Context: an optimization exercise on an open-source flow, tuned for small area and a short achievable clock period. The choices shown serve that exercise and are no tape-out recipe. Only simulation tests tie the RTL to the original design; equivalence was not proved. Power figures rest on the tool's default switching activity, not on a simulated workload.

==> flow/design.v, too long to show whole: its modules and the start of the top module <==
// module float_mul: 2623 lines
// module fa: 4 lines
// module g_and2: 3 lines
// module g_aoi21: 3 lines
// module g_inv: 3 lines
// module g_nand2: 3 lines
// module g_nor2: 3 lines
// module g_oai21: 3 lines
// module g_or2: 3 lines
// module g_xnor2: 3 lines
// module g_xor2: 3 lines
module float_mul(
	input wire clk,
	input wire [31:0] v1,
	input wire [31:0] v2,
	output wire [31:0] vres
);
  // ...
==> flow/flow/run.sh <==
#!/bin/bash
set -euo pipefail
bash standard.sh "BUFFER_PORTS_ARGS=-buffer_cell sky130_fd_sc_hd__buf_1" finish > standard_make.log 2>&1
==> flow/standard.sh <==
#!/bin/bash
# synth_recipe.tcl (not shown) runs the flow's synth.tcl, then flattens the netlist and writes it again
# the make line also repeats each setting of config.mk as NAME=value (left out here)
make -C /OpenROAD-flow-scripts/flow DESIGN_CONFIG=/design/flow/config.mk WORK_HOME=/design/flow/orfs CLKGATE_MAP_FILE= SYNTH_SCRIPT=/design/flow/synth_recipe.tcl "${@:-finish}"
==> flow/config.mk <==
export PLATFORM = sky130hd
export DESIGN_NAME = float_mul
export DESIGN_NICKNAME = float_mul
export VERILOG_FILES = /design/flow/design.v
export SDC_FILE = /design/flow/constraint.sdc
export NUM_CORES = 4
export LEC_CHECK = 0
export ABC_CLOCK_PERIOD_IN_PS = 1500
export CAP_MARGIN = 20
export CORE_MARGIN = 2
export CORE_UTILIZATION = 60
export CTS_CLUSTER_DIAMETER = 100
export CTS_CLUSTER_SIZE = 30
export SETUP_SLACK_MARGIN = 5
export SLEW_MARGIN = 20
export SYNTH_HIERARCHICAL = 1
export SYNTH_MINIMUM_KEEP_SIZE = 0
export TNS_END_PERCENT = 5
==> flow/constraint.sdc <==
create_clock -name core_clock -period 8.5 [get_ports {clk}]
set_input_delay 1.7000 -clock core_clock [delete_from_list [all_inputs] [get_ports {clk}]]
set_output_delay 1.7000 -clock core_clock [all_outputs]
set_load 0.01 [all_outputs]
==> results.cfg, run 1 <==
[routing]
via_count = 14000
dr.max_layer_used = met4
totalWireLength_um = 48200

[power]
total_power_mw = 8.92
p_seq_mw = 1.47
vdd_drop_max_mv = 0.347

[status]
status = complete, no violations

[synthesis]
synth_xor_area_share_pct = 18.6
synth_seq_cells = 185
synthCells = 1841
synth_mux_area_share_pct = 1.19
synthTopCellsByArea = fa_1, dfxtp_1, xnor2_1, a22oi_1, ha_1
synth-edff-count = 0

[finish]
layout_common_cells = xnor2_1, a22oi_1, fa_1, dfxtp_1, inv_1
area_delta_synth_final_pct = 10.4
inv_count = 113
diodes = 0
multi_input_area_share_pct = 68.4
drive_gt1_share_pct = 10.1
instances_no_fill = 2294
final_nets = 2290
final_cell_area_mm2 = 0.0206
multi_input_area_mm2 = 0.0141
nonClkBufAreaFrac_pct = 6.11
sh_seq_area_pct = 18.2
n_clock_buffer = 18

[critical_path]
crit_end = r2[29]
r2r-end = r2[29]
critPathMaxFanout = 25
crit_path_top_delay_cell = fa_1

[sta]
timing.hold.ws_ns = 0.330
tns_ns = 0

[floorplanning]
fp.dieArea_mm2 = 0.0326
die_h_um = 181
die_w_um = 181

[cts]
cts_buffer_depth = 2
h-tree-depth = 4
post_cts_buffers = 0

[flow_run]
maxCapViolCount = 0
==> inputs of run 2 (changes only) <==
--- a/flow/design.v
+++ b/flow/design.v
@@ -1213,177 +1213,154 @@
 	wire q1215;
 	wire q1216;
 	wire q1217;
 	wire q1218;
 	wire q1219;
 	wire q1220;
 	wire q1221;
 	wire q1222;
-	wire n1223;
-	wire h1224;
-	wire h1225;
-	wire h1226;
-	wire h1227;
-	wire h1228;
-	wire h1229;
-	wire h1230;
-	wire h1231;
-	wire h1232;
-	wire h1233;
-	wire h1234;
-	wire h1235;
-	wire h1236;
-	wire h1237;
-	wire h1238;
-	wire h1239;
-	wire h1240;
-	wire h1241;
-	wire h1242;
-	wire h1243;
-	wire h1244;
-	wire h1245;
-	wire h1246;
-	wire h1247;
-	wire h1248;
-	wire h1249;
-	wire h1250;
-	wire h1251;
-	wire h1252;
-	wire h1253;
-	wire h1254;
-	wire h1255;
-	wire h1256;
-	wire h1257;
-	wire h1258;
-	wire h1259;
-	wire h1260;
-	wire h1261;
-	wire h1262;
-	wire h1263;
-	wire h1264;
-	wire h1265;
-	wire h1266;
-	wire h1267;
-	wire h1268;
-	wire h1269;
-	wire h1270;
-	wire h1271;
-	wire h1272;
-	wire h1273;
-	wire h1274;
-	wire h1275;
-	wire h1276;
-	wire h1277;
-	wire h1278;
-	wire h1279;
-	wire h1280;
-	wire h1281;
-	wire h1282;
-	wire h1283;
-	wire h1284;
-	wire h1285;
-	wire h1286;
-	wire h1287;
-	wire h1288;
-	wire h1289;
-	wire h1290;
-	wire h1291;
-	wire h1292;
 	wire k1293;
 	wire k1294;
 	wire k1295;
 	wire k1296;
 	wire k1297;
 	wire k1298;
 	wire k1299;
 	wire k1300;
 	wire k1301;
 	wire k1302;
 	wire n1303;
 	wire k1304;
 	wire k1305;
 	wire k1306;
-	wire k1307;
-	wire m1308;
-	wire m1309;
-	wire m1310;
+	wire n1307;
+	wire h1308;
+	wire h1309;
+	wire h1310;
 	wire m1311;
-	wire m1312;
-	wire m1313;
-	wire m1314;
+	wire h1312;
+	wire h1313;
+	wire h1314;
 	wire m1315;
-	wire m1316;
-	wire m1317;
-	wire m1318;
-	wire m1319;
-	wire m1320;
+	wire n1316;
+	wire h1317;
+	wire h1318;
+	wire h1319;
+	wire h1320;
 	wire m1321;
-	wire m1322;
-	wire m1323;
-	wire m1324;
-	wire m1325;
-	wire m1326;
+	wire h1322;
+	wire h1323;
+	wire n1324;
+	wire h1325;
+	wire h1326;
 	wire m1327;
-	wire m1328;
-	wire m1329;
-	wire m1330;
-	wire m1331;
+	wire h1328;
+	wire h1329;
+	wire h1330;
+	wire h1331;
 	wire m1332;
-	wire m1333;
-	wire m1334;
-	wire m1335;
-	wire m1336;
+	wire h1333;
+	wire h1334;
+	wire h1335;
+	wire h1336;
 	wire m1337;
-	wire m1338;
-	wire m1339;
-	wire m1340;
-	wire m1341;
+	wire h1338;
+	wire h1339;
+	wire h1340;
+	wire h1341;
 	wire m1342;
-	wire m1343;
-	wire m1344;
-	wire m1345;
-	wire m1346;
+	wire h1343;
+	wire h1344;
+	wire h1345;
+	wire h1346;
 	wire m1347;
-	wire m1348;
-	wire m1349;
-	wire m1350;
-	wire m1351;
+	wire h1348;
+	wire h1349;
+	wire h1350;
+	wire h1351;
 	wire m1352;
-	wire m1353;
-	wire m1354;
-	wire m1355;
-	wire m1356;
+	wire h1353;
+	wire h1354;
+	wire h1355;
+	wire h1356;
 	wire m1357;
-	wire m1358;
-	wire m1359;
-	wire m1360;
-	wire m1361;
+	wire h1358;
+	wire h1359;
+	wire h1360;
+	wire h1361;
 	wire m1362;
-	wire m1363;
-	wire m1364;
-	wire m1365;
-	wire m1366;
+	wire h1363;
+	wire h1364;
+	wire h1365;
+	wire h1366;
 	wire m1367;
-	wire m1368;
-	wire m1369;
-	wire m1370;
-	wire m1371;
+	wire h1368;
+	wire h1369;
+	wire h1370;
+	wire h1371;
 	wire m1372;
-	wire m1373;
-	wire m1374;
-	wire m1375;
-	wire m1376;
+	wire h1373;
+	wire h1374;
+	wire h1375;
+	wire h1376;
 	wire m1377;
-	wire m1378;
-	wire m1379;
-	wire m1380;
-	wire m1381;
+	wire h1378;
+	wire h1379;
+	wire h1380;
+	wire h1381;
 	wire m1382;
-	wire m1383;
+	wire h1383;
+	wire h1384;
+	wire h1385;
+	wire h1386;
+	wire m1387;
+	wire h1388;
+	wire h1389;
+	wire h1390;
+	wire h1391;
+	wire m1392;
+	wire h1393;
+	wire h1394;
+	wire h1395;
+	wire h1396;
+	wire m1397;
+	wire h1398;
+	wire h1399;
+	wire h1400;
+	wire h1401;
+	wire m1402;
+	wire h1403;
+	wire h1404;
+	wire h1405;
+	wire h1406;
+	wire m1407;
+	wire h1408;
+	wire h1409;
+	wire h1410;
+	wire h1411;
+	wire m1412;
+	wire h1413;
+	wire h1414;
+	wire h1415;
+	wire h1416;
+	wire m1417;
+	wire h1418;
+	wire h1419;
+	wire h1420;
+	wire h1421;
+	wire m1422;
+	wire m1423;
+	wire m1424;
+	wire m1425;
+	wire m1426;
+	wire m1427;
+	wire m1428;
+	wire m1429;
+	wire m1430;
 	wire [47:0] prod;
 	wire [23:0] mx;
 	wire [22:0] frac;
 	wire [7:0] ex;
 	wire [7:0] ex1;
 	assign pp1 = ((bone[0] & ma[0])) ^ bneg[0];
 	assign pp2 = ((bone[0] & ma[1]) | (btwo[0] & ma[0])) ^ bneg[0];
 	assign pp3 = ((bone[0] & ma[2]) | (btwo[0] & ma[1])) ^ bneg[0];
@@ -2328,257 +2305,234 @@
 	g_aoi21 u_q1215 (.a(q1156), .b(q1205), .c(q1155), .y(q1215));
 	g_nand2 u_q1216 (.a(q1156), .b(q1206), .y(q1216));
 	g_oai21 u_q1217 (.a(q1182), .b(n1209), .c(q1181), .y(q1217));
 	g_nor2 u_q1218 (.a(q1182), .b(n1210), .y(q1218));
 	g_aoi21 u_q1219 (.a(q1186), .b(q1205), .c(q1185), .y(q1219));
 	g_nand2 u_q1220 (.a(q1186), .b(q1206), .y(q1220));
 	g_aoi21 u_q1221 (.a(q1188), .b(q1205), .c(q1187), .y(q1221));
 	g_nand2 u_q1222 (.a(q1188), .b(q1206), .y(q1222));
-	g_inv u_n1223 (.a(p1058), .y(n1223));
-	g_xor2 u_h1224 (.a(p1060), .b(g1057), .y(h1224));
-	g_or2 u_h1225 (.a(g1057), .b(p1058), .y(h1225));
-	g_xor2 u_h1226 (.a(p1060), .b(h1225), .y(h1226));
-	g_xnor2 u_h1227 (.a(p1062), .b(q1105), .y(h1227));
-	g_nand2 u_h1228 (.a(q1105), .b(q1106), .y(h1228));
-	g_xor2 u_h1229 (.a(p1062), .b(h1228), .y(h1229));
-	g_xnor2 u_h1230 (.a(p1064), .b(q1129), .y(h1230));
-	g_nand2 u_h1231 (.a(q1129), .b(q1130), .y(h1231));
-	g_xor2 u_h1232 (.a(p1064), .b(h1231), .y(h1232));
-	g_xor2 u_h1233 (.a(p1066), .b(q1131), .y(h1233));
-	g_or2 u_h1234 (.a(q1131), .b(q1132), .y(h1234));
-	g_xor2 u_h1235 (.a(p1066), .b(h1234), .y(h1235));
-	g_xnor2 u_h1236 (.a(p1068), .b(q1161), .y(h1236));
-	g_nand2 u_h1237 (.a(q1161), .b(q1162), .y(h1237));
-	g_xor2 u_h1238 (.a(p1068), .b(h1237), .y(h1238));
-	g_xor2 u_h1239 (.a(p1070), .b(q1165), .y(h1239));
-	g_or2 u_h1240 (.a(q1165), .b(q1166), .y(h1240));
-	g_xor2 u_h1241 (.a(p1070), .b(h1240), .y(h1241));
-	g_xor2 u_h1242 (.a(p1072), .b(q1167), .y(h1242));
-	g_or2 u_h1243 (.a(q1167), .b(q1168), .y(h1243));
-	g_xor2 u_h1244 (.a(p1072), .b(h1243), .y(h1244));
-	g_xnor2 u_h1245 (.a(p1074), .b(q1169), .y(h1245));
-	g_nand2 u_h1246 (.a(q1169), .b(q1170), .y(h1246));
-	g_xor2 u_h1247 (.a(p1074), .b(h1246), .y(h1247));
-	g_xnor2 u_h1248 (.a(p1076), .b(q1191), .y(h1248));
-	g_nand2 u_h1249 (.a(q1191), .b(q1192), .y(h1249));
-	g_xor2 u_h1250 (.a(p1076), .b(h1249), .y(h1250));
-	g_xor2 u_h1251 (.a(p1078), .b(q1193), .y(h1251));
-	g_or2 u_h1252 (.a(q1193), .b(q1194), .y(h1252));
-	g_xor2 u_h1253 (.a(p1078), .b(h1252), .y(h1253));
-	g_xor2 u_h1254 (.a(p1080), .b(q1195), .y(h1254));
-	g_or2 u_h1255 (.a(q1195), .b(q1196), .y(h1255));
-	g_xor2 u_h1256 (.a(p1080), .b(h1255), .y(h1256));
-	g_xnor2 u_h1257 (.a(p1082), .b(q1197), .y(h1257));
-	g_nand2 u_h1258 (.a(q1197), .b(q1198), .y(h1258));
-	g_xor2 u_h1259 (.a(p1082), .b(h1258), .y(h1259));
-	g_xor2 u_h1260 (.a(p1084), .b(q1199), .y(h1260));
-	g_or2 u_h1261 (.a(q1199), .b(q1200), .y(h1261));
-	g_xor2 u_h1262 (.a(p1084), .b(h1261), .y(h1262));
-	g_xnor2 u_h1263 (.a(p1086), .b(q1201), .y(h1263));
-	g_nand2 u_h1264 (.a(q1201), .b(q1202), .y(h1264));
-	g_xor2 u_h1265 (.a(p1086), .b(h1264), .y(h1265));
-	g_xnor2 u_h1266 (.a(p1088), .b(q1203), .y(h1266));
-	g_nand2 u_h1267 (.a(q1203), .b(q1204), .y(h1267));
-	g_xor2 u_h1268 (.a(p1088), .b(h1267), .y(h1268));
-	g_xor2 u_h1269 (.a(p1090), .b(q1205), .y(h1269));
-	g_or2 u_h1270 (.a(q1205), .b(q1206), .y(h1270));
-	g_xor2 u_h1271 (.a(p1090), .b(h1270), .y(h1271));
-	g_xnor2 u_h1272 (.a(p1092), .b(q1207), .y(h1272));
-	g_nand2 u_h1273 (.a(q1207), .b(q1208), .y(h1273));
-	g_xor2 u_h1274 (.a(p1092), .b(h1273), .y(h1274));
-	g_xor2 u_h1275 (.a(p1094), .b(q1211), .y(h1275));
-	g_or2 u_h1276 (.a(q1211), .b(q1212), .y(h1276));
-	g_xor2 u_h1277 (.a(p1094), .b(h1276), .y(h1277));
-	g_xor2 u_h1278 (.a(p1096), .b(q1213), .y(h1278));
-	g_or2 u_h1279 (.a(q1213), .b(q1214), .y(h1279));
-	g_xor2 u_h1280 (.a(p1096), .b(h1279), .y(h1280));
-	g_xnor2 u_h1281 (.a(p1098), .b(q1215), .y(h1281));
-	g_nand2 u_h1282 (.a(q1215), .b(q1216), .y(h1282));
-	g_xor2 u_h1283 (.a(p1098), .b(h1282), .y(h1283));
-	g_xor2 u_h1284 (.a(p1100), .b(q1217), .y(h1284));
-	g_or2 u_h1285 (.a(q1217), .b(q1218), .y(h1285));
-	g_xor2 u_h1286 (.a(p1100), .b(h1285), .y(h1286));
-	g_xnor2 u_h1287 (.a(p1102), .b(q1219), .y(h1287));
-	g_nand2 u_h1288 (.a(q1219), .b(q1220), .y(h1288));
-	g_xor2 u_h1289 (.a(p1102), .b(h1288), .y(h1289));
-	g_xnor2 u_h1290 (.a(p1104), .b(q1221), .y(h1290));
-	g_nand2 u_h1291 (.a(q1221), .b(q1222), .y(h1291));
-	g_xor2 u_h1292 (.a(p1104), .b(h1291), .y(h1292));
 	g_or2 u_k1293 (.a(p1006), .b(k1055), .y(k1293));
 	g_or2 u_k1294 (.a(p1006), .b(k1056), .y(k1294));
 	g_and2 u_k1295 (.a(p1006), .b(k1055), .y(k1295));
 	g_and2 u_k1296 (.a(p1006), .b(k1056), .y(k1296));
 	g_xor2 u_k1297 (.a(r2[24]), .b(r2[25]), .y(k1297));
 	g_or2 u_k1298 (.a(k1055), .b(k1297), .y(k1298));
 	g_and2 u_k1299 (.a(p1006), .b(k1298), .y(k1299));
 	assign k1300 = n1004 ? k1299 : k1295;
 	assign k1301 = n1004 ? k1293 : k1296;
 	assign k1302 = n1004 ? k1294 : k1293;
 	g_inv u_n1303 (.a(k1055), .y(n1303));
 	g_xor2 u_k1304 (.a(p1006), .b(k1056), .y(k1304));
 	g_xor2 u_k1305 (.a(p1006), .b(n1303), .y(k1305));
 	assign k1306 = n1004 ? k1305 : k1304;
-	assign k1307 = k1300 ? h1292 : h1290;
+	g_inv u_n1307 (.a(k1300), .y(n1307));
+	g_oai21 u_h1308 (.a(q1222), .b(n1307), .c(q1221), .y(h1308));
+	g_xor2 u_h1309 (.a(p1104), .b(h1308), .y(h1309));
 	wire [22:0] fa_;
 	wire [22:0] fb_;
-	assign m1308 = k1302 ? n1223 : p1058;
-	assign fa_[0] = m1308;
+	g_xor2 u_h1310 (.a(p1058), .b(k1302), .y(h1310));
+	assign fa_[0] = h1310;
 	assign fb_[0] = k1306;
-	assign m1309 = k1307 ? fa_[0] : fb_[0];
-	assign frac[0] = m1309;
-	assign m1310 = k1302 ? h1226 : h1224;
-	assign fa_[1] = m1310;
-	assign m1311 = k1301 ? n1223 : p1058;
-	assign fb_[1] = m1311;
-	assign m1312 = k1307 ? fa_[1] : fb_[1];
-	assign frac[1] = m1312;
-	assign m1313 = k1302 ? h1229 : h1227;
-	assign fa_[2] = m1313;
-	assign m1314 = k1301 ? h1226 : h1224;
-	assign fb_[2] = m1314;
-	assign m1315 = k1307 ? fa_[2] : fb_[2];
-	assign frac[2] = m1315;
-	assign m1316 = k1302 ? h1232 : h1230;
-	assign fa_[3] = m1316;
-	assign m1317 = k1301 ? h1229 : h1227;
-	assign fb_[3] = m1317;
-	assign m1318 = k1307 ? fa_[3] : fb_[3];
-	assign frac[3] = m1318;
-	assign m1319 = k1302 ? h1235 : h1233;
-	assign fa_[4] = m1319;
-	assign m1320 = k1301 ? h1232 : h1230;
-	assign fb_[4] = m1320;
-	assign m1321 = k1307 ? fa_[4] : fb_[4];
-	assign frac[4] = m1321;
-	assign m1322 = k1302 ? h1238 : h1236;
-	assign fa_[5] = m1322;
-	assign m1323 = k1301 ? h1235 : h1233;
-	assign fb_[5] = m1323;
-	assign m1324 = k1307 ? fa_[5] : fb_[5];
-	assign frac[5] = m1324;
-	assign m1325 = k1302 ? h1241 : h1239;
-	assign fa_[6] = m1325;
-	assign m1326 = k1301 ? h1238 : h1236;
-	assign fb_[6] = m1326;
-	assign m1327 = k1307 ? fa_[6] : fb_[6];
-	assign frac[6] = m1327;
-	assign m1328 = k1302 ? h1244 : h1242;
-	assign fa_[7] = m1328;
-	assign m1329 = k1301 ? h1241 : h1239;
-	assign fb_[7] = m1329;
-	assign m1330 = k1307 ? fa_[7] : fb_[7];
-	assign frac[7] = m1330;
-	assign m1331 = k1302 ? h1247 : h1245;
-	assign fa_[8] = m1331;
-	assign m1332 = k1301 ? h1244 : h1242;
-	assign fb_[8] = m1332;
-	assign m1333 = k1307 ? fa_[8] : fb_[8];
-	assign frac[8] = m1333;
-	assign m1334 = k1302 ? h1250 : h1248;
-	assign fa_[9] = m1334;
-	assign m1335 = k1301 ? h1247 : h1245;
-	assign fb_[9] = m1335;
-	assign m1336 = k1307 ? fa_[9] : fb_[9];
-	assign frac[9] = m1336;
-	assign m1337 = k1302 ? h1253 : h1251;
-	assign fa_[10] = m1337;
-	assign m1338 = k1301 ? h1250 : h1248;
-	assign fb_[10] = m1338;
-	assign m1339 = k1307 ? fa_[10] : fb_[10];
-	assign frac[10] = m1339;
-	assign m1340 = k1302 ? h1256 : h1254;
-	assign fa_[11] = m1340;
-	assign m1341 = k1301 ? h1253 : h1251;
-	assign fb_[11] = m1341;
-	assign m1342 = k1307 ? fa_[11] : fb_[11];
-	assign frac[11] = m1342;
-	assign m1343 = k1302 ? h1259 : h1257;
-	assign fa_[12] = m1343;
-	assign m1344 = k1301 ? h1256 : h1254;
-	assign fb_[12] = m1344;
-	assign m1345 = k1307 ? fa_[12] : fb_[12];
-	assign frac[12] = m1345;
-	assign m1346 = k1302 ? h1262 : h1260;
-	assign fa_[13] = m1346;
-	assign m1347 = k1301 ? h1259 : h1257;
-	assign fb_[13] = m1347;
-	assign m1348 = k1307 ? fa_[13] : fb_[13];
-	assign frac[13] = m1348;
-	assign m1349 = k1302 ? h1265 : h1263;
-	assign fa_[14] = m1349;
-	assign m1350 = k1301 ? h1262 : h1260;
-	assign fb_[14] = m1350;
-	assign m1351 = k1307 ? fa_[14] : fb_[14];
-	assign frac[14] = m1351;
-	assign m1352 = k1302 ? h1268 : h1266;
-	assign fa_[15] = m1352;
-	assign m1353 = k1301 ? h1265 : h1263;
-	assign fb_[15] = m1353;
-	assign m1354 = k1307 ? fa_[15] : fb_[15];
-	assign frac[15] = m1354;
-	assign m1355 = k1302 ? h1271 : h1269;
-	assign fa_[16] = m1355;
-	assign m1356 = k1301 ? h1268 : h1266;
-	assign fb_[16] = m1356;
-	assign m1357 = k1307 ? fa_[16] : fb_[16];
-	assign frac[16] = m1357;
-	assign m1358 = k1302 ? h1274 : h1272;
-	assign fa_[17] = m1358;
-	assign m1359 = k1301 ? h1271 : h1269;
-	assign fb_[17] = m1359;
-	assign m1360 = k1307 ? fa_[17] : fb_[17];
-	assign frac[17] = m1360;
-	assign m1361 = k1302 ? h1277 : h1275;
-	assign fa_[18] = m1361;
-	assign m1362 = k1301 ? h1274 : h1272;
-	assign fb_[18] = m1362;
-	assign m1363 = k1307 ? fa_[18] : fb_[18];
-	assign frac[18] = m1363;
-	assign m1364 = k1302 ? h1280 : h1278;
-	assign fa_[19] = m1364;
-	assign m1365 = k1301 ? h1277 : h1275;
-	assign fb_[19] = m1365;
-	assign m1366 = k1307 ? fa_[19] : fb_[19];
-	assign frac[19] = m1366;
-	assign m1367 = k1302 ? h1283 : h1281;
-	assign fa_[20] = m1367;
-	assign m1368 = k1301 ? h1280 : h1278;
-	assign fb_[20] = m1368;
-	assign m1369 = k1307 ? fa_[20] : fb_[20];
-	assign frac[20] = m1369;
-	assign m1370 = k1302 ? h1286 : h1284;
-	assign fa_[21] = m1370;
-	assign m1371 = k1301 ? h1283 : h1281;
-	assign fb_[21] = m1371;
-	assign m1372 = k1307 ? fa_[21] : fb_[21];
-	assign frac[21] = m1372;
-	assign m1373 = k1302 ? h1289 : h1287;
-	assign fa_[22] = m1373;
-	assign m1374 = k1301 ? h1286 : h1284;
-	assign fb_[22] = m1374;
-	assign m1375 = k1307 ? fa_[22] : fb_[22];
-	assign frac[22] = m1375;
+	assign m1311 = h1309 ? fa_[0] : fb_[0];
+	assign frac[0] = m1311;
+	g_aoi21 u_h1312 (.a(p1058), .b(k1302), .c(g1057), .y(h1312));
+	g_xnor2 u_h1313 (.a(p1060), .b(h1312), .y(h1313));
+	assign fa_[1] = h1313;
+	g_xor2 u_h1314 (.a(p1058), .b(k1301), .y(h1314));
+	assign fb_[1] = h1314;
+	assign m1315 = h1309 ? fa_[1] : fb_[1];
+	assign frac[1] = m1315;
+	g_inv u_n1316 (.a(k1302), .y(n1316));
+	g_oai21 u_h1317 (.a(q1106), .b(n1316), .c(q1105), .y(h1317));
+	g_xor2 u_h1318 (.a(p1062), .b(h1317), .y(h1318));
+	assign fa_[2] = h1318;
+	g_aoi21 u_h1319 (.a(p1058), .b(k1301), .c(g1057), .y(h1319));
+	g_xnor2 u_h1320 (.a(p1060), .b(h1319), .y(h1320));
+	assign fb_[2] = h1320;
+	assign m1321 = h1309 ? fa_[2] : fb_[2];
+	assign frac[2] = m1321;
+	g_oai21 u_h1322 (.a(q1130), .b(n1316), .c(q1129), .y(h1322));
+	g_xor2 u_h1323 (.a(p1064), .b(h1322), .y(h1323));
+	assign fa_[3] = h1323;
+	g_inv u_n1324 (.a(k1301), .y(n1324));
+	g_oai21 u_h1325 (.a(q1106), .b(n1324), .c(q1105), .y(h1325));
+	g_xor2 u_h1326 (.a(p1062), .b(h1325), .y(h1326));
+	assign fb_[3] = h1326;
+	assign m1327 = h1309 ? fa_[3] : fb_[3];
+	assign frac[3] = m1327;
+	g_aoi21 u_h1328 (.a(q1132), .b(k1302), .c(q1131), .y(h1328));
+	g_xnor2 u_h1329 (.a(p1066), .b(h1328), .y(h1329));
+	assign fa_[4] = h1329;
+	g_oai21 u_h1330 (.a(q1130), .b(n1324), .c(q1129), .y(h1330));
+	g_xor2 u_h1331 (.a(p1064), .b(h1330), .y(h1331));
+	assign fb_[4] = h1331;
+	assign m1332 = h1309 ? fa_[4] : fb_[4];
+	assign frac[4] = m1332;
+	g_oai21 u_h1333 (.a(q1162), .b(n1316), .c(q1161), .y(h1333));
+	g_xor2 u_h1334 (.a(p1068), .b(h1333), .y(h1334));
+	assign fa_[5] = h1334;
+	g_aoi21 u_h1335 (.a(q1132), .b(k1301), .c(q1131), .y(h1335));
+	g_xnor2 u_h1336 (.a(p1066), .b(h1335), .y(h1336));
+	assign fb_[5] = h1336;
+	assign m1337 = h1309 ? fa_[5] : fb_[5];
+	assign frac[5] = m1337;
+	g_aoi21 u_h1338 (.a(q1166), .b(k1302), .c(q1165), .y(h1338));
+	g_xnor2 u_h1339 (.a(p1070), .b(h1338), .y(h1339));
+	assign fa_[6] = h1339;
+	g_oai21 u_h1340 (.a(q1162), .b(n1324), .c(q1161), .y(h1340));
+	g_xor2 u_h1341 (.a(p1068), .b(h1340), .y(h1341));
+	assign fb_[6] = h1341;
+	assign m1342 = h1309 ? fa_[6] : fb_[6];
+	assign frac[6] = m1342;
+	g_aoi21 u_h1343 (.a(q1168), .b(k1302), .c(q1167), .y(h1343));
+	g_xnor2 u_h1344 (.a(p1072), .b(h1343), .y(h1344));
+	assign fa_[7] = h1344;
+	g_aoi21 u_h1345 (.a(q1166), .b(k1301), .c(q1165), .y(h1345));
+	g_xnor2 u_h1346 (.a(p1070), .b(h1345), .y(h1346));
+	assign fb_[7] = h1346;
+	assign m1347 = h1309 ? fa_[7] : fb_[7];
+	assign frac[7] = m1347;
+	g_oai21 u_h1348 (.a(q1170), .b(n1316), .c(q1169), .y(h1348));
+	g_xor2 u_h1349 (.a(p1074), .b(h1348), .y(h1349));
+	assign fa_[8] = h1349;
+	g_aoi21 u_h1350 (.a(q1168), .b(k1301), .c(q1167), .y(h1350));
+	g_xnor2 u_h1351 (.a(p1072), .b(h1350), .y(h1351));
+	assign fb_[8] = h1351;
+	assign m1352 = h1309 ? fa_[8] : fb_[8];
+	assign frac[8] = m1352;
+	g_oai21 u_h1353 (.a(q1192), .b(n1316), .c(q1191), .y(h1353));
+	g_xor2 u_h1354 (.a(p1076), .b(h1353), .y(h1354));
+	assign fa_[9] = h1354;
+	g_oai21 u_h1355 (.a(q1170), .b(n1324), .c(q1169), .y(h1355));
+	g_xor2 u_h1356 (.a(p1074), .b(h1355), .y(h1356));
+	assign fb_[9] = h1356;
+	assign m1357 = h1309 ? fa_[9] : fb_[9];
+	assign frac[9] = m1357;
+	g_aoi21 u_h1358 (.a(q1194), .b(k1302), .c(q1193), .y(h1358));
+	g_xnor2 u_h1359 (.a(p1078), .b(h1358), .y(h1359));
+	assign fa_[10] = h1359;
+	g_oai21 u_h1360 (.a(q1192), .b(n1324), .c(q1191), .y(h1360));
+	g_xor2 u_h1361 (.a(p1076), .b(h1360), .y(h1361));
+	assign fb_[10] = h1361;
+	assign m1362 = h1309 ? fa_[10] : fb_[10];
+	assign frac[10] = m1362;
+	g_aoi21 u_h1363 (.a(q1196), .b(k1302), .c(q1195), .y(h1363));
+	g_xnor2 u_h1364 (.a(p1080), .b(h1363), .y(h1364));
+	assign fa_[11] = h1364;
+	g_aoi21 u_h1365 (.a(q1194), .b(k1301), .c(q1193), .y(h1365));
+	g_xnor2 u_h1366 (.a(p1078), .b(h1365), .y(h1366));
+	assign fb_[11] = h1366;
+	assign m1367 = h1309 ? fa_[11] : fb_[11];
+	assign frac[11] = m1367;
+	g_oai21 u_h1368 (.a(q1198), .b(n1316), .c(q1197), .y(h1368));
+	g_xor2 u_h1369 (.a(p1082), .b(h1368), .y(h1369));
+	assign fa_[12] = h1369;
+	g_aoi21 u_h1370 (.a(q1196), .b(k1301), .c(q1195), .y(h1370));
+	g_xnor2 u_h1371 (.a(p1080), .b(h1370), .y(h1371));
+	assign fb_[12] = h1371;
+	assign m1372 = h1309 ? fa_[12] : fb_[12];
+	assign frac[12] = m1372;
+	g_aoi21 u_h1373 (.a(q1200), .b(k1302), .c(q1199), .y(h1373));
+	g_xnor2 u_h1374 (.a(p1084), .b(h1373), .y(h1374));
+	assign fa_[13] = h1374;
+	g_oai21 u_h1375 (.a(q1198), .b(n1324), .c(q1197), .y(h1375));
+	g_xor2 u_h1376 (.a(p1082), .b(h1375), .y(h1376));
+	assign fb_[13] = h1376;
+	assign m1377 = h1309 ? fa_[13] : fb_[13];
+	assign frac[13] = m1377;
+	g_oai21 u_h1378 (.a(q1202), .b(n1316), .c(q1201), .y(h1378));
+	g_xor2 u_h1379 (.a(p1086), .b(h1378), .y(h1379));
+	assign fa_[14] = h1379;
+	g_aoi21 u_h1380 (.a(q1200), .b(k1301), .c(q1199), .y(h1380));
+	g_xnor2 u_h1381 (.a(p1084), .b(h1380), .y(h1381));
+	assign fb_[14] = h1381;
+	assign m1382 = h1309 ? fa_[14] : fb_[14];
+	assign frac[14] = m1382;
+	g_oai21 u_h1383 (.a(q1204), .b(n1316), .c(q1203), .y(h1383));
+	g_xor2 u_h1384 (.a(p1088), .b(h1383), .y(h1384));
+	assign fa_[15] = h1384;
+	g_oai21 u_h1385 (.a(q1202), .b(n1324), .c(q1201), .y(h1385));
+	g_xor2 u_h1386 (.a(p1086), .b(h1385), .y(h1386));
+	assign fb_[15] = h1386;
+	assign m1387 = h1309 ? fa_[15] : fb_[15];
+	assign frac[15] = m1387;
+	g_aoi21 u_h1388 (.a(q1206), .b(k1302), .c(q1205), .y(h1388));
+	g_xnor2 u_h1389 (.a(p1090), .b(h1388), .y(h1389));
+	assign fa_[16] = h1389;
+	g_oai21 u_h1390 (.a(q1204), .b(n1324), .c(q1203), .y(h1390));
+	g_xor2 u_h1391 (.a(p1088), .b(h1390), .y(h1391));
+	assign fb_[16] = h1391;
+	assign m1392 = h1309 ? fa_[16] : fb_[16];
+	assign frac[16] = m1392;
+	g_oai21 u_h1393 (.a(q1208), .b(n1316), .c(q1207), .y(h1393));
+	g_xor2 u_h1394 (.a(p1092), .b(h1393), .y(h1394));
+	assign fa_[17] = h1394;
+	g_aoi21 u_h1395 (.a(q1206), .b(k1301), .c(q1205), .y(h1395));
+	g_xnor2 u_h1396 (.a(p1090), .b(h1395), .y(h1396));
+	assign fb_[17] = h1396;
+	assign m1397 = h1309 ? fa_[17] : fb_[17];
+	assign frac[17] = m1397;
+	g_aoi21 u_h1398 (.a(q1212), .b(k1302), .c(q1211), .y(h1398));
+	g_xnor2 u_h1399 (.a(p1094), .b(h1398), .y(h1399));
+	assign fa_[18] = h1399;
+	g_oai21 u_h1400 (.a(q1208), .b(n1324), .c(q1207), .y(h1400));
+	g_xor2 u_h1401 (.a(p1092), .b(h1400), .y(h1401));
+	assign fb_[18] = h1401;
+	assign m1402 = h1309 ? fa_[18] : fb_[18];
+	assign frac[18] = m1402;
+	g_aoi21 u_h1403 (.a(q1214), .b(k1302), .c(q1213), .y(h1403));
+	g_xnor2 u_h1404 (.a(p1096), .b(h1403), .y(h1404));
+	assign fa_[19] = h1404;
+	g_aoi21 u_h1405 (.a(q1212), .b(k1301), .c(q1211), .y(h1405));
+	g_xnor2 u_h1406 (.a(p1094), .b(h1405), .y(h1406));
+	assign fb_[19] = h1406;
+	assign m1407 = h1309 ? fa_[19] : fb_[19];
+	assign frac[19] = m1407;
+	g_oai21 u_h1408 (.a(q1216), .b(n1316), .c(q1215), .y(h1408));
+	g_xor2 u_h1409 (.a(p1098), .b(h1408), .y(h1409));
+	assign fa_[20] = h1409;
+	g_aoi21 u_h1410 (.a(q1214), .b(k1301), .c(q1213), .y(h1410));
+	g_xnor2 u_h1411 (.a(p1096), .b(h1410), .y(h1411));
+	assign fb_[20] = h1411;
+	assign m1412 = h1309 ? fa_[20] : fb_[20];
+	assign frac[20] = m1412;
+	g_aoi21 u_h1413 (.a(q1218), .b(k1302), .c(q1217), .y(h1413));
+	g_xnor2 u_h1414 (.a(p1100), .b(h1413), .y(h1414));
+	assign fa_[21] = h1414;
+	g_oai21 u_h1415 (.a(q1216), .b(n1324), .c(q1215), .y(h1415));
+	g_xor2 u_h1416 (.a(p1098), .b(h1415), .y(h1416));
+	assign fb_[21] = h1416;
+	assign m1417 = h1309 ? fa_[21] : fb_[21];
+	assign frac[21] = m1417;
+	g_oai21 u_h1418 (.a(q1220), .b(n1316), .c(q1219), .y(h1418));
+	g_xor2 u_h1419 (.a(p1102), .b(h1418), .y(h1419));
+	assign fa_[22] = h1419;
+	g_aoi21 u_h1420 (.a(q1218), .b(k1301), .c(q1217), .y(h1420));
+	g_xnor2 u_h1421 (.a(p1100), .b(h1420), .y(h1421));
+	assign fb_[22] = h1421;
+	assign m1422 = h1309 ? fa_[22] : fb_[22];
+	assign frac[22] = m1422;
 	assign ex1 = e2 + 8'd1;
-	assign m1376 = k1307 ? ex1[0] : e2[0];
-	assign ex[0] = m1376;
-	assign m1377 = k1307 ? ex1[1] : e2[1];
-	assign ex[1] = m1377;
-	assign m1378 = k1307 ? ex1[2] : e2[2];
-	assign ex[2] = m1378;
-	assign m1379 = k1307 ? ex1[3] : e2[3];
-	assign ex[3] = m1379;
-	assign m1380 = k1307 ? ex1[4] : e2[4];
-	assign ex[4] = m1380;
-	assign m1381 = k1307 ? ex1[5] : e2[5];
-	assign ex[5] = m1381;
-	assign m1382 = k1307 ? ex1[6] : e2[6];
-	assign ex[6] = m1382;
-	assign m1383 = k1307 ? ex1[7] : e2[7];
-	assign ex[7] = m1383;
+	assign m1423 = h1309 ? ex1[0] : e2[0];
+	assign ex[0] = m1423;
+	assign m1424 = h1309 ? ex1[1] : e2[1];
+	assign ex[1] = m1424;
+	assign m1425 = h1309 ? ex1[2] : e2[2];
+	assign ex[2] = m1425;
+	assign m1426 = h1309 ? ex1[3] : e2[3];
+	assign ex[3] = m1426;
+	assign m1427 = h1309 ? ex1[4] : e2[4];
+	assign ex[4] = m1427;
+	assign m1428 = h1309 ? ex1[5] : e2[5];
+	assign ex[5] = m1428;
+	assign m1429 = h1309 ? ex1[6] : e2[6];
+	assign ex[6] = m1429;
+	assign m1430 = h1309 ? ex1[7] : e2[7];
+	assign ex[7] = m1430;
 	assign vres = res;
 	always @(posedge clk) begin
 		ma <= v1[22:0];
 		bone[0] <= v2[0] ^ 1'b0;
 		btwo[0] <= v2[1] ? (~v2[0] & ~1'b0) : (v2[0] & 1'b0);
 		bneg[0] <= v2[1];
 		bone[1] <= v2[2] ^ v2[1];
 		btwo[1] <= v2[3] ? (~v2[2] & ~v2[1]) : (v2[2] & v2[1]);
==> run 2 against run 1 <==
Flip-flop and latch count unchanged. Hold slack about the same. Via count down 4.8%. Clock skew up 0.0037 ns. Area after synthesis down 1.0%. Critical path type unchanged.
==> results.cfg, run 2 <==
[status]
status = complete, no violations

[synthesis]
avgSynthCellArea_um2 = 10.5
synth.most_common_cell = xnor2_1
syn_nets = 2164
synth_common_cells = xnor2_1, a22oi_1, fa_1
synth_seq_cells = 185
synthCells = 1759
yosys_most_used_dff = dfxtp_1
synthTopCellsByArea = fa_1, dfxtp_1, xnor2_1, a22oi_1, ha_1
synth_top_area_share_pct = 27.6
synthArstFlopShare_pct = 0
yosysWarnings = 7
synth_area_mm2 = 0.0185
synth.yosys.seq_area_share_pct = 20.0
synth-edff-count = 0
synth_cell_types = 31
yosys.area.top_type = fa_1

[cts]
clock-root-buffer = clkbuf_16
clock-sinks = 185
cts_tree = built
cts_buffers = 17
holdBufCountCts = 0
h-tree-depth = 4
cts_buffer_depth = 2
path_clk_slew_ns = 0.08
clock_latency_ns = 0.47

[sta]
rsz0062_at_grt = true
fin_crit_sh_pct = 40.8
fin_ws_ns = 5.03
finalSetupViolCount = 0
tightest_slew_ns = 0.629
slew_headroom_pct = 58.1
fmax_mhz = 289
final_max_slew_viol_count = 0
finalHoldViolations = 0
tns_ns = 0
timing.hold.ws_ns = 0.329
finalCriticalPeriod_ns = 3.47
clock_skew_ns = 0.0147

[critical_path]
cp_common_cell = fa_1
cp.depth = 10
critPathKind = register to register
crit_path_cell_trace = buf_6 -> a22oi_1 -> xnor2_1 -> fa_1 -> inv_1 -> ha_1 -> inv_1 -> fa_1 -> fa_1 -> fa_1
critPathMaxFanout = 24
required_ns = 8.85
crit_path_top_delay_cell = fa_1
crit_start = btwo[4]
r2r_start = btwo[4]
crit_family = adder cells
critPathBufInv = 3
startpoint_type = register
critPathMaxStageDelay_ns = 0.57
rr_worst_depth = 10
arrival_ns = 3.82
cp-end-kind = register

[placement]
gp_congestion = 0.881
numPortBuffers = 96
dp_cells = 2169
place.detailed.hpwl_um = 31800
dp_worst_setup_slack_ns = 4.38

[power]
p_clk_share_pct = 9.7
p_int_mw = 4.52
power_frac_seq_pct = 17.5
p_sw_mw = 3.90
total_power_mw = 8.42
vdd_drop_max_mv = 0.251
power_frac_comb_pct = 72.7
power.leakage_nw = 7.94
powerDensity_mw_per_mm2 = 413
swShare_pct = 46.3

[grt]
antenna_found_initial = 0
grt_pass1_vias = 14300
grt_max_degree = 31
track_usage_pct = 30.4
grt-ovfl-total = 0
grt_first_pass_wirelength_um = 77100

[finish]
largest_reg_flops = 76
layout_common_cells = xnor2_1, a22oi_1, fa_1, dfxtp_1, inv_1
area_delta_synth_final_pct = 10.1
final_nets = 2211
regMostFlops = r2
final_common_cell = xnor2_1
fillers = 2438
top_regs = r2 x76, res x32, ma x23
drive_gt1_share_pct = 12.8
instances_no_fill = 2215
diodes = 0

[routing]
post-route-drc-count = 0
vias_per_cell = 5.99
wl_per_cell_um = 21.5
first_iter_violations = 1101
postRouteAntennaNets = 0
dr.pass1.iters = 6
totalWireLength_um = 47500
via_count = 13300

[hold_path]
min_path_type = register to register
worst_hold_startpoint = s2
whs_path_depth = 0

[flow_run]
maxCapViolCount = 0

[floorplanning]
die_w_um = 180
rows = 64
ioPinCount = 97
start_util_pct = 60.7
fp.dieArea_mm2 = 0.0323
core_mm2 = 0.0305
die_h_um = 180
-- run 2: cell count changes after synthesis, moves of 23 or more --
cell	delta
buf_2	+95
a211oi_1	-23
clkbuf_1	-101
o21ai_1	+23
mux2_2	+24
nand2_1	-55
-- run 2: worst paths after layout --
check | to | slack (ns)
setup / recovery | r2[37] | 5.03
hold reg to reg | res[31] | 0.33
setup reg to reg | r2[37] | 5.03
hold / removal | res[31] | 0.33
-- run 2: worst reg2reg max path, cell delays in order, from the launching register on --
cell,delay [ns]
dfxtp_1,0.33
buf_6,0.26
a22oi_1,0.15
xnor2_1,0.18
fa_1,0.55
inv_1,0.06
ha_1,0.28
inv_1,0.05
fa_1,0.51
fa_1,0.57
fa_1,0.41
-- run 2: per-stage QoR --
| step | util, % | cell area [µm²] |
|---|---|---|
| finish | 66.8 | 20400 |
| global route | 66.8 | 20400 |
| CTS | 65.0 | 19800 |
| detailed placement | 62.6 | 19100 |
| global placement | 62.6 | 19100 |
| floorplan | - | 18500 |
-- run 2: layout make-up --
| cell class | count | area [µm²] | share of cell area (%) |
|---|---|---|---|
| clock buffer | 17 | 425 | 2.09 |
| tap | 396 | 495 | 2.43 |
| clock inverter | 15 | 186 | 0.915 |
| sequential | 185 | 3740 | 18.3 |
| multi-input combinational | 1327 | 13900 | 68.3 |
| timing repair buffer | 160 | 1180 | 5.81 |
| inverter | 115 | 432 | 2.12 |
-- run 2: power by group through the flow --
stage / combinational [mW] / clock, mW / sequential [mW]
global route: 6.98 / 0.883 / 1.52
finish: 6.13 / 0.818 / 1.48
detailed placement: 5.92 / 0 / 1.50
CTS: 6.00 / 0.841 / 1.48
global placement: 5.78 / 0 / 1.49
floorplan: 4.57 / 0 / 1.50
-- run 2: cell families after synthesis --
| logic type | share of synthesized area (%) |
|---|---|
| AND/OR/NAND/NOR | 4.22 |
| multiplexers | 2.24 |
| AO/OA/AOI/OAI | 15.6 |
| XOR/XNOR | 18.8 |
| flip-flops | 20.0 |
| buffers and inverters | 5.82 |
| adder cells (fa/ha/maj) | 33.3 |
-- run 2: what timing repair did --
item                       in CTS  in global routing
resized for setup              34                100
gates cloned                    0                  0
setup endpoints to repair      77                 58
buffers inserted                0                 14
pin swaps                       0                  8
-- run 2: layer usage --
metal,wire [µm],up-vias,global-route usage [%]
met5,0,-,0
met4,1370,0,9.56
met3,4100,107,7.70
met2,22200,613,48.9
met1,19900,6624,40.6
li1,-,5934,-
-- run 2: per-module statistics from Yosys, one instance, submodules excluded --
module / flops+latches / times used / cells
fa: 0 / 254 / 1
float_mul: 185 / 1 / 1136
g_and2: 0 / 63 / 1
g_aoi21: 0 / 60 / 1
g_inv: 0 / 31 / 1
g_nand2: 0 / 36 / 1
g_nor2: 0 / 21 / 1
g_oai21: 0 / 44 / 1
g_or2: 0 / 4 / 1
g_xnor2: 0 / 22 / 1
g_xor2: 0 / 88 / 1

==> static timing again, ports no longer ideal <==
The results above use ideal ports. As a check the final layouts listed here were re-extracted and re-timed, cells and wires unchanged.
Step 1, drivers: a clkbuf_16 drives clk and a buf_2 each remaining input, both assumed.
Step 2 also shifts input and output timing later by t, the mid clock arrival at the registers, as if the neighbouring blocks saw the same clock.
a / b / c = ideal ports / drivers / drivers and shift; a / b = the first two.
run	t (ns)	slack for setup (ns)	hold slack, ns	pins driven straight from the clock port
run 1	0.511	5.053 / 5.053 / 5.035	0.330 / 0.330 / 0.330	1
run 2	0.516	5.034 / 5.034 / 5.034	0.329 / 0.329 / 0.329	1
After both steps setup and hold are still met in every run listed. The setup slack of run 1, which loses most, moves by 0.000 ns with the drivers and by -0.018 ns with both steps.
